Background: an optimization exercise with open tools, aiming at small area, a short achievable clock period and few clock cycles per item. Do not read the settings as production practice.
Only simulation tests tie the RTL to the original design; equivalence was not proved.

== north ==
==> flow/design.v (excerpt) <==
module sigmoid_unit (
    input  wire               clk,
    input  wire               rst,
    input  wire               in_valid,
    input  wire signed [15:0] net_in,
    output wire               out_valid,
    output wire signed [31:0] f_net,
    output wire signed [31:0] x,
    output wire signed [31:0] y,
    output wire signed [31:0] z
);
Size: ~1500 cells after synthesis, ~150 I/O pins, ~0.011 sq mm of cells after synthesis.
==> flow/config.mk <==
export PLATFORM = sky130hd
export DESIGN_NAME = sigmoid_unit
export DESIGN_NICKNAME = sigmoid_unit
export VERILOG_FILES = /design/flow/design.v
export SDC_FILE = /design/flow/constraint.sdc
export NUM_CORES = 4
export LEC_CHECK = 0
export ABC_AREA = 1
export CAP_MARGIN = 20
export CORE_MARGIN = 2
export CORE_UTILIZATION = 40
export CTS_BUF_LIST = sky130_fd_sc_hd__clkbuf_4 sky130_fd_sc_hd__clkbuf_8
export SLEW_MARGIN = 20
==> flow/constraint.sdc <==
create_clock -name core_clock -period 62.0 [get_ports {clk}]
set_input_delay 12.4000 -clock core_clock [delete_from_list [all_inputs] [get_ports {clk}]]
set_output_delay 12.4000 -clock core_clock [all_outputs]
set_load 0.01 [all_outputs]
standard.sh (not shown) runs the stock make flow with config.mk's settings and CLKGATE_MAP_FILE= SYNTH_SCRIPT=/design/flow/synth_recipe.tcl, a recipe that flattens the netlist after the stock synthesis.
==> flow/flow/run.sh <==
#!/bin/bash
set -euo pipefail
export BUFFER_PORTS_ARGS="-buffer_cell sky130_fd_sc_hd__buf_1"

bash standard.sh > standard.log 2>&1
Testbench counts of north, summed over its fixed seeds: cycles 16,024, items 16,000.
Edits applied to the flow inputs when going from north to south:
Settings: clearing CTS_BUF_LIST, which used to be sky130_fd_sc_hd__clkbuf_4 sky130_fd_sc_hd__clkbuf_8.
==> flow/flow/run.sh <==
#!/bin/bash
set -euo pipefail
export BUFFER_PORTS_ARGS="-buffer_cell sky130_fd_sc_hd__buf_1"
# one tie cell drives all constant outputs
export SKIP_REPAIR_TIE_FANOUT=1
bash standard.sh > standard.log 2>&1
Notes after the runs:
Going from north to south, via count down 125, number of multi-input combinational cells in the layout decreased by 45 relative to the old numbers, total cell area at the placement stage decreased 170 sq um.
| worst setup slack | south vs north | 0.040 ns higher |
Relative to south, the following input files were edited for east:
Settings: setting CTS_BUF_LIST to sky130_fd_sc_hd__clkbuf_4 sky130_fd_sc_hd__clkbuf_8 for the first time; changing CORE_UTILIZATION from 40 to 60.
Findings:
east vs. south: routed metal-1 wire length now larger, worst setup slack now smaller. east against south: worst hold slack after final layout increased 0.013 ns; worst slew slack as a fraction of its limit decreased 6.1 points; half-perimeter wire length after placement increased about 4%; multi-input logic portion of the cell area increased 1.5 points.

* * *

Setup of run 1:
Starting RTL as in the previous note.
==> flow/config.mk <==
export PLATFORM = sky130hd
export DESIGN_NAME = sigmoid_unit
export DESIGN_NICKNAME = sigmoid_unit
export VERILOG_FILES = /design/flow/design.v
export SDC_FILE = /design/flow/constraint.sdc
export NUM_CORES = 4
export LEC_CHECK = 0
export ABC_AREA = 1
export CAP_MARGIN = 20
export CORE_MARGIN = 2
export CORE_UTILIZATION = 40
export CTS_BUF_LIST = sky130_fd_sc_hd__clkbuf_2 sky130_fd_sc_hd__clkbuf_4 sky130_fd_sc_hd__clkbuf_8
export SLEW_MARGIN = 20
==> flow/constraint.sdc <==
create_clock -name core_clock -period 62.0 [get_ports {clk}]
set_input_delay 12.4000 -clock core_clock [delete_from_list [all_inputs] [get_ports {clk}]]
set_output_delay 12.4000 -clock core_clock [all_outputs]
set_load 0.01 [all_outputs]
==> flow/flow/run.sh <==
#!/bin/bash
set -euo pipefail
export BUFFER_PORTS_ARGS="-buffer_cell sky130_fd_sc_hd__buf_1"
# one tie cell drives all constant outputs
export SKIP_REPAIR_TIE_FANOUT=1
bash standard.sh > standard.log 2>&1
Testbench counts of run 1, summed over its fixed seeds: cycles 16,024, items 16,000.
Edits applied to the flow inputs when going from run 1 to run 2:
Settings: changing CTS_BUF_LIST from sky130_fd_sc_hd__clkbuf_2 sky130_fd_sc_hd__clkbuf_4 sky130_fd_sc_hd__clkbuf_8 to sky130_fd_sc_hd__clkbuf_4 sky130_fd_sc_hd__clkbuf_8.
Results
Run 2 ran to completion and came out clean on the timing, design-rule and antenna checks.
Clock-buffer cell count: run 2 vs run 1, no meaningful difference
Between run 1 and run 2, the share of the final layout cell area in sequential cells figures differ only marginally.
Non-clock buffer count came out exactly the same in run 1 and run 2.
As far as remaining design rule violation count goes, run 2 and run 1 are indistinguishable; the numbers are identical.
Run 1 → run 2: minimum clock period after layout barely changed; area added between synthesis and finish barely changed.
For run 3, these inputs were changed with respect to run 2:
Settings: CTS_CLUSTER_DIAMETER now 500, previously not set; CTS_BUF_LIST no longer set, was sky130_fd_sc_hd__clkbuf_4 sky130_fd_sc_hd__clkbuf_8; CTS_CLUSTER_SIZE now 100, previously not set.
==> flow/flow/run.sh <==
#!/bin/bash
set -euo pipefail
export BUFFER_PORTS_ARGS="-buffer_cell sky130_fd_sc_hd__buf_2"
bash standard.sh > standard.log 2>&1
==> run summary <==
NOTE wire length on met2 run 2->run 3 increased slightly
Diff run 2..run 3 | worst hold slack | negligible
Comparing run 2 and run 3, the higher first-pass GRT wire length was measured on run 2.
Run 3 ended up with ys[0]$_DFF_P_ as its launch point of the critical path; run 2 ended up with ys[2]$_DFF_P_.
Run 3 supports a higher top clock frequency than run 2.
> inputs changed (run 3 -> run 4)
Settings: removing CTS_CLUSTER_SIZE (formerly 100); setting CTS_BUF_LIST to sky130_fd_sc_hd__clkbuf_4 sky130_fd_sc_hd__clkbuf_8 for the first time; removing CTS_CLUSTER_DIAMETER (formerly 500).
==> flow/flow/run.sh <==
#!/bin/bash
set -euo pipefail
export BUFFER_PORTS_ARGS="-buffer_cell sky130_fd_sc_hd__buf_1"
# one tie cell drives all constant outputs
export SKIP_REPAIR_TIE_FANOUT=1
# stronger flip-flops where one drives several output buffers
export POST_GLOBAL_PLACE_TCL=$PWD/flow/upsize_out_ff.tcl UPSIZE_FF4_MIN=4 UPSIZE_FF2_MIN=99
bash standard.sh > standard.log 2>&1
==> flow/flow/upsize_out_ff.tcl (new file) <==
# Give the flip-flops that drive several output-port buffers (the copies of
# the sign bits, and the z bits that also drive f_net) a stronger drive.
set block [ord::get_db_block]
set n_up 0
foreach inst [$block getInsts] {
  if {[[$inst getMaster] getName] ne "sky130_fd_sc_hd__dfxtp_1"} { continue }
  set q [$inst findITerm Q]
  set net [$q getNet]
  if {$net eq "NULL"} { continue }
  set nout 0
  foreach it [$net getITerms] {
    if {[string match "output*" [[$it getInst] getName]]} { incr nout }
  }
  if {$nout >= $::env(UPSIZE_FF4_MIN)} {
    replace_cell [$inst getName] sky130_fd_sc_hd__dfxtp_4
    incr n_up
  } elseif {$nout >= $::env(UPSIZE_FF2_MIN)} {
    replace_cell [$inst getName] sky130_fd_sc_hd__dfxtp_2
    incr n_up
  }
}
puts "upsize_out_ff: resized $n_up flip-flops"
==> run summary <==
Final core utilization in run 4 vs run 3: down 1.3 points
Sort run 3 and run 4 by arrival time of the worst setup path desc -> top: run 4
When run 4 is set beside run 3, its length of routed met2 wiring turns out to be about 0.43% smaller.
Run comparison: run 4 cell with the biggest individual delay on the critical path sky130_fd_sc_hd__dfxtp_4; run 3 cell with the biggest individual delay on the critical path sky130_fd_sc_hd__dfxtp_1

[static timing again, ports no longer ideal]
No port has a modelled driver above. Below, the same layouts with a new extraction and two added sets of constraints. Step 1, drivers: a clkbuf_16 drives clk and a buf_2 each remaining input, both assumed. Step 2 moves the port delays by t, midway between the first and last clock arrival at a register: inputs arrive t later, outputs are due t later. That takes back most of the time a late clock gives input paths. Three values: ideal, step 1, step 2; two values: the first two.
run | t, ns | setup slack, ns | hold slack, ns | latest minus earliest clock arrival (ns) | worst data-port slew with drivers (ns)
north | 0.416 | 48.658 / 48.621 / 49.037 | 0.412 / 0.412 / 0.412 | 0.020 / 0.020 | 0.03
south | 0.396 | 48.697 / 48.651 / 49.047 | 0.403 / 0.403 / 0.403 | 0.017 / 0.018 | 0.03
east | 0.434 | 48.616 / 48.581 / 49.015 | 0.416 / 0.416 / 0.416 | 0.021 / 0.021 | 0.04
run 1 | 0.424 | 48.659 / 48.619 / 49.043 | 0.407 / 0.407 / 0.407 | 0.026 / 0.026 | 0.03
run 2 | 0.424 | 48.659 / 48.619 / 49.043 | 0.407 / 0.407 / 0.407 | 0.026 / 0.026 | 0.03
run 3 | 0.403 | 48.725 / 48.677 / 49.080 | 0.405 / 0.405 / 0.405 | 0.015 / 0.015 | 0.03
run 4 | 0.424 | 48.690 / 48.650 / 49.075 | 0.407 / 0.407 / 0.407 | 0.023 / 0.023 | 0.03
After both steps setup and hold are still met in every run listed.
